From an optimization exercise on the open Yosys and OpenROAD flow, aimed at small area; shortcuts taken in it are not production practice. Function was checked by simulation only, so behaviour that the tests miss may differ from the original. No activity file was given, so power comes from the tool's default toggle rates.

==> flow/design.v, too long to show whole: its modules and the start of the top module <==
// module vga_theme_ctrl: 7 lines
// module vga_pixel_logic: 2216 lines
// module vga_letter2pixel: 14 lines
// module vga_pixel_gen: 29 lines
module vga_pixel_gen(
    h_cnt, v_cnt, valid, t_chg, ambiant, shine, clk, rst,
    state, score0, score1, cnt0, cnt1,
    vgaRed, vgaGreen, vgaBlue
    );
  // ...
==> flow/flow/run.sh <==
#!/bin/bash
# Own layout flow: the standard flow, with two changes:
#  - synthesis is the standard synthesis script, but Yosys's abc call maps
#    with an area-oriented script (flow/abc_area_map.script) instead of ORFS's
#    delay-oriented one; registers, names, flattening and renaming unchanged.
#  - port buffers use the smallest buffer (sky130_fd_sc_hd__buf_1).
# Each tool's output goes to a log file of its own in this folder.
set -euo pipefail
W=$(pwd)
cat > "$W/own_synth.tcl" <<EOT
proc abc {args} {
  puts "own flow: abc mapping script replaced by '$W/flow/abc_area_map.script'"
  set i [lsearch -exact \$args -script]
  if {\$i >= 0} { lset args [expr {\$i + 1}] {$W/flow/abc_area_map.script} }
  yosys abc {*}\$args
}
source {$W/synth_recipe.tcl}
EOT
sed "s#SYNTH_SCRIPT=[^ ]*#SYNTH_SCRIPT=$W/own_synth.tcl#" standard.sh > own_standard.sh
grep -q "own_synth.tcl" own_standard.sh
bash own_standard.sh synth > "$W/log_synth.txt" 2>&1
bash own_standard.sh "BUFFER_PORTS_ARGS=-buffer_cell sky130_fd_sc_hd__buf_1" finish > "$W/log_layout.txt" 2>&1
test -f out/final.def
==> flow/flow/abc_area_map.script <==
&get -n
&dch -f
&nf -p -R 1000 -C 32 -F 8
&put
==> flow/standard.sh <==
#!/bin/bash
# synth_recipe.tcl (not shown) runs the flow's synth.tcl, then flattens the netlist and writes it again
# the make line also repeats each setting of config.mk as NAME=value (left out here)
make -C /OpenROAD-flow-scripts/flow DESIGN_CONFIG=/design/flow/config.mk WORK_HOME=/design/flow/orfs CLKGATE_MAP_FILE= SYNTH_SCRIPT=/design/flow/synth_recipe.tcl "${@:-finish}"
==> flow/config.mk <==
export PLATFORM = sky130hd
export DESIGN_NAME = vga_pixel_gen
export DESIGN_NICKNAME = vga_pixel_gen
export VERILOG_FILES = /design/flow/design.v
export SDC_FILE = /design/flow/constraint.sdc
export NUM_CORES = 4
export LEC_CHECK = 0
export CAP_MARGIN = 20
export CORE_MARGIN = 2
export CORE_UTILIZATION = 50
export CTS_BUF_LIST = sky130_fd_sc_hd__clkbuf_8
export GPL_TIMING_DRIVEN = 0
export SLEW_MARGIN = 20
==> flow/constraint.sdc <==
create_clock -name core_clock -period 12.0 [get_ports {clk}]
set_input_delay 2.4000 -clock core_clock [delete_from_list [all_inputs] [get_ports {clk}]]
set_output_delay 2.4000 -clock core_clock [all_outputs]
set_load 0.01 [all_outputs]
==> results.txt, run 1 <==
final hold vios 0; worst path required time 9600 ps; critical path's slowest cell o21ai_0; mean area per synthesized cell 6.10 um^2; RD Place Congestion 1.08; area grow syn2layout 10.2%; first-pass iteration count of the detailed router 6; Worst R2R Setup Slack 9640 ps; crit path kind primary input to primary output; met1 WL 7440 um; worst min-delay path class register to register; Cells after Synth 681; drt initial violations 964; Die Span Y 95.2 um; reg2reg end letters.afg[11]$_DFF_P_; Largest register FFs 12; Post-Synth Simple-Gate Area 0.373; hold endpoint letters.hfg[1]$_DFF_P_; Seq/Total Area, Yosys 0.0915; FFs w/ async S/R, synth 0; IO buf count 57; sequential power 0.0000827 W; commonest cells after routing, fill and taps aside nand2_1 (102), nor2_1 (91), o21ai_0 (71); Worst VDD drop 86.7 uV; main area contributors after synthesis nand2_1 (9.2%), dfxtp_1 (9.2%), o21ai_0 (8.5%); GR peak layer met1; clock network area share 0.0107; status complete, no violations; seq_cells 19; # rows 33; DP HPWL 14400 um; Antenna Nets Post-Route 0; slew of the pin with the lowest slew margin 1130 ps; H-tree Lvls 1; met2 wire length 7350 um; syn nets 748; Hold Buf Count CTS 0
==> run 2: changes to the inputs <==
--- a/flow/config.mk
+++ b/flow/config.mk
@@ -9,5 +9,4 @@
 export CORE_MARGIN = 2
 export CORE_UTILIZATION = 50
 export CTS_BUF_LIST = sky130_fd_sc_hd__clkbuf_8
-export GPL_TIMING_DRIVEN = 0
 export SLEW_MARGIN = 20
==> run 2 against run 1 <==
Wire length shrank 0.20%. Cell count decreased by 0.35%. Non-clock buffer count down 3. First-iteration DRC count shrank 1.2%. Die area did not move. Power fell by 1.5%. Synthesized cell count unchanged. Area after synthesis is the same. Worst hold slack worse by 14 ps. Critical path type unchanged. Sequential power about the same. Still clean on timing, DRC and antenna.
==> results.txt, run 2 <==
total CTS buffers 3 (unchanged); most frequent cell after synthesis nand2_1 (unchanged); crit path kind primary input to primary output (unchanged); Antenna Nets Post-Route 0 (unchanged); Unique masters post-synth 59 (unchanged); commonest non-fill, non-tap cell in the layout nand2_1 (unchanged); via count 6103 (was 6157); hold endpoint letters.hfg[1]$_DFF_P_ (unchanged); vias in the first global route 5457 (was 5381); critical path's slowest cell nor4_1 (was o21ai_0); Die Span Y 95.2 um (unchanged); reg2reg end letters.afg[11]$_DFF_P_ (unchanged); Register-to-Register Path Depth 9 (unchanged); Die ar. 0.00906 mm^2 (unchanged); worst-case headroom to the max-slew limit 0.285 (was 0.244); largest net degree at the start of global routing 31 (unchanged); Cells after Synth 681 (unchanged); slew of the pin with the lowest slew margin 1070 ps (was 1130 ps); Die Wd 95.2 um (unchanged); dominant synthesized flop cell dfxtp_1 (unchanged); clock sink total 19 (unchanged); drt initial violations 952 (was 964); global-route wire length before repair 28600 um (was 28300 um); Root Driver clkbuf_8 (unchanged); final hold vios 0 (unchanged); initial core utilization 0.511 (unchanged); Yosys top cell area share 0.0921 (unchanged); clock skew 1.83 ps (was 2.58 ps); CP Buf/Inv Count 3 (was 4); MaxCap Viol Count 0 (unchanged); CTS tree done (unchanged); nets@finish 809 (was 812); Slew Limit Fails 0 (unchanged); CP arrival 8460 ps (was 8990 ps); RSZ-0062 raised after global routing no (unchanged); Core Box Area 0.00813 mm^2 (unchanged); cts repair resizes 0 (unchanged); main area contributors after synthesis nand2_1 (9.2%), dfxtp_1 (9.2%), o21ai_0 (8.5%) (unchanged); status complete, no violations (unchanged); Synth Cell Area 0.00416 mm^2 (unchanged); dpl cells 842 (was 844); CP cell instances buf_1 -> and2_0 -> clkinv_1 -> ha_1 -> nor4_1 -> o21ai_0 -> o21ai_0 -> a22oi_1 -> or2_0 -> a21boi_0 -> o32ai_1 -> nor3_1 -> o211ai_1 -> o41ai_1 -> a21oi_1 -> a21boi_0 -> o311ai_0 -> nor3_1 -> o21bai_1 -> a21oi_1 -> buf_1; share of cells above drive strength 1 0.0162 (was 0.0242); Worst Path Max Fanout 11 (unchanged); final setup fails 0 (unchanged); flops & latches, synth 19 (unchanged); setup bufs post-CTS 0 (unchanged); Final min period 10860 ps (was 11390 ps); setup_tns 0 ps (unchanged); # IOs 58 (unchanged); Startpoint Class primary input (unchanged); Bufs on Longest Clock Path 2 (unchanged); vias per inst 7.21 (was 7.25); RD Place Congestion 1.13 (was 1.08); top cell type by total area after synthesis nand2_1 (unchanged); clock slew at reported path FFs 80 ps (was 90 ps); area grow syn2layout 9.30% (was 10.2%); # rows 33 (unchanged); top cells by count, synth nand2_1 (102), nor2_1 (91), o21ai_0 (71) (unchanged); mean area per synthesized cell 6.10 um^2 (unchanged); PwrDens 64.3 mW/mm^2 (was 64.7 mW/mm^2); worst min-delay path class register to register (unchanged); Max Fclk 92.0 MHz (was 87.8 MHz); Skew-Pair Late Insertion Delay 270 ps (about the same); FFs w/ async S/R, synth 0 (unchanged); IO buf count 57 (unchanged); Seq/Total Area, Yosys 0.0915 (unchanged); number of cells on the critical path 21 (was 25); DP HPWL 14300 um (was 14400 um); CP max stage delay 640 ps (was 790 ps); Finished Layout Cells 846 (was 849); final wirelength 18400 um (was 18500 um); hold depth 2 (unchanged); Hold Buf Count CTS 0 (unchanged); reg2reg start letters.afg[0]$_DFF_P_ (unchanged); P_leak 1.59 nW (was 1.61 nW); Worst VDD drop 81.5 uV (was 86.7 uV); CP delay by family, top compound AO/OA/AOI/OAI gates (unchanged); worst path required time 9600 ps (about the same); commonest cells after routing, fill and taps aside nand2_1 (102), nor2_1 (91), o21ai_0 (71) (unchanged); min-delay src letters.hfg[1]$_DFF_P_ (unchanged); antenna violations before repair 0 (unchanged); number of synthesized flops with an enable pin 0 (unchanged); H-tree Lvls 1 (unchanged); GRT Overall Usage 0.402 (was 0.400); syn nets 748 (unchanged); Ant. Diodes 0 (unchanged); Top reg by flops letters.afg (unchanged); Avg WL per Cell 21.8 um (was 21.7 um); fin util 0.559 (was 0.563); first-pass iteration count of the detailed router 8 (was 6); total gr overflow 0 (unchanged); final worst path period share 0.905 (was 0.949); synth warn 3 (unchanged); Critical Path End Type primary output (unchanged); DRC 0 (unchanged); Worst R2R Setup Slack 9740 ps (was 9640 ps); Largest register FFs 12 (unchanged)
-- run 2: cell counts after synthesis --
No cell type changed its count.
-- run 2: worst reg2reg max path, stage by stage (launching register included) --
cell and delay, ps:
dfxtp_1 440, ha_1 200, and3_1 200, and3_1 210
and3_1 250, and3_1 220, and2_0 240, nand3_1 150
nand3_1 120, o211ai_1 90
-- run 2: stage by stage --
| step | instance area, um^2 | total power [W] | hold WS, ps | worst slack [ps] |
|---|---|---|---|---|
| floorplan | 4160 | 0.000179 | 455 | 3270 |
| global placement | 4490 | 0.000233 | 468 | 1500 |
| detailed placement | 4490 | 0.000235 | 491 | 1610 |
| CTS | 4540 | 0.000283 | 503 | 1590 |
| global route | 4540 | 0.000307 | 525 | 1040 |
| finish | 4540 | 0.000292 | 508 | 1140 |
-- run 2: where the power goes --
part           switching [W]  internal, W
clock network      0.0000244    0.0000235
logic               0.000110    0.0000521
registers          0.0000120    0.0000705
-- run 2: worst max-delay path by stage --
stage	startpoint	end	slack, ps
detailed placement	h_cnt[3]	vgaGreen[0]	1610
global route	h_cnt[3]	vgaGreen[0]	1040
global placement	h_cnt[3]	vgaGreen[0]	1500
CTS	h_cnt[3]	vgaGreen[0]	1590
finish	h_cnt[0]	vgaGreen[0]	1140
floorplan	h_cnt[0]	vgaRed[2]	3270
-- run 2: per-layer routing --
layer / part of all wire / up-vias / global-route usage / wire length (um)
met5: 0 / - / 0 / 0
met3: 0.17 / 104 / 0.145 / 3140
met4: 0.040 / 0 / 0.124 / 739
met1: 0.40 / 2674 / 0.562 / 7370
met2: 0.39 / 607 / 0.571 / 7170
li1: - / 2718 / - / -
-- run 2: cell families (layout without fill, tap and decap cells) --
group,Yosys count,count (layout),synth area share
muxes,3,3,0.00753
xor gates and xnor gates,5,5,0.0105
and+or+nand+nor,329,329,0.373
adders and majority gates,21,21,0.0632
DFF,19,19,0.0915
AOI/OAI and AO/OA,268,268,0.413
buffers and inverters,36,96,0.0406
-- run 2: layout make-up --
type                       instances  area (um^2)
clock buffer                       3         41.3
clock inverter                     1         7.51
fill                             816         3590
inverter                          27          101
multi-input combinational        626         3610
sequential                        19          380
tap                              105          131
timing repair buffer              65          274

what the ideal ports hide:
Ports are ideal in the flow. The routed layouts listed here were re-timed in OpenROAD.
Step 1 assumes that a clkbuf_16 drives the clock port and a buf_2 every other input.
Step 2 adds t to the input delays and takes it off the output delays; t is the mean of the earliest and latest rising clock arrival at the registers after step 1. Input paths then give back, and output paths get back, about the clock's delay inside the block.
Slacks: ideal ports / drivers / drivers and shift; pairs: ideal ports / drivers.
| run | t (ns) | setup slack, ns | worst setup path at the end |
|---|---|---|---|
| run 1 | 0.296 | 0.610 / 0.591 / 0.591 | input to output |
| run 2 | 0.295 | 1.136 / 1.114 / 1.114 | input to output |
After both steps every run listed still meets setup and hold. For run 2, which loses most, drivers alone change the setup slack by -0.022 ns; drivers and shift together by -0.022 ns.
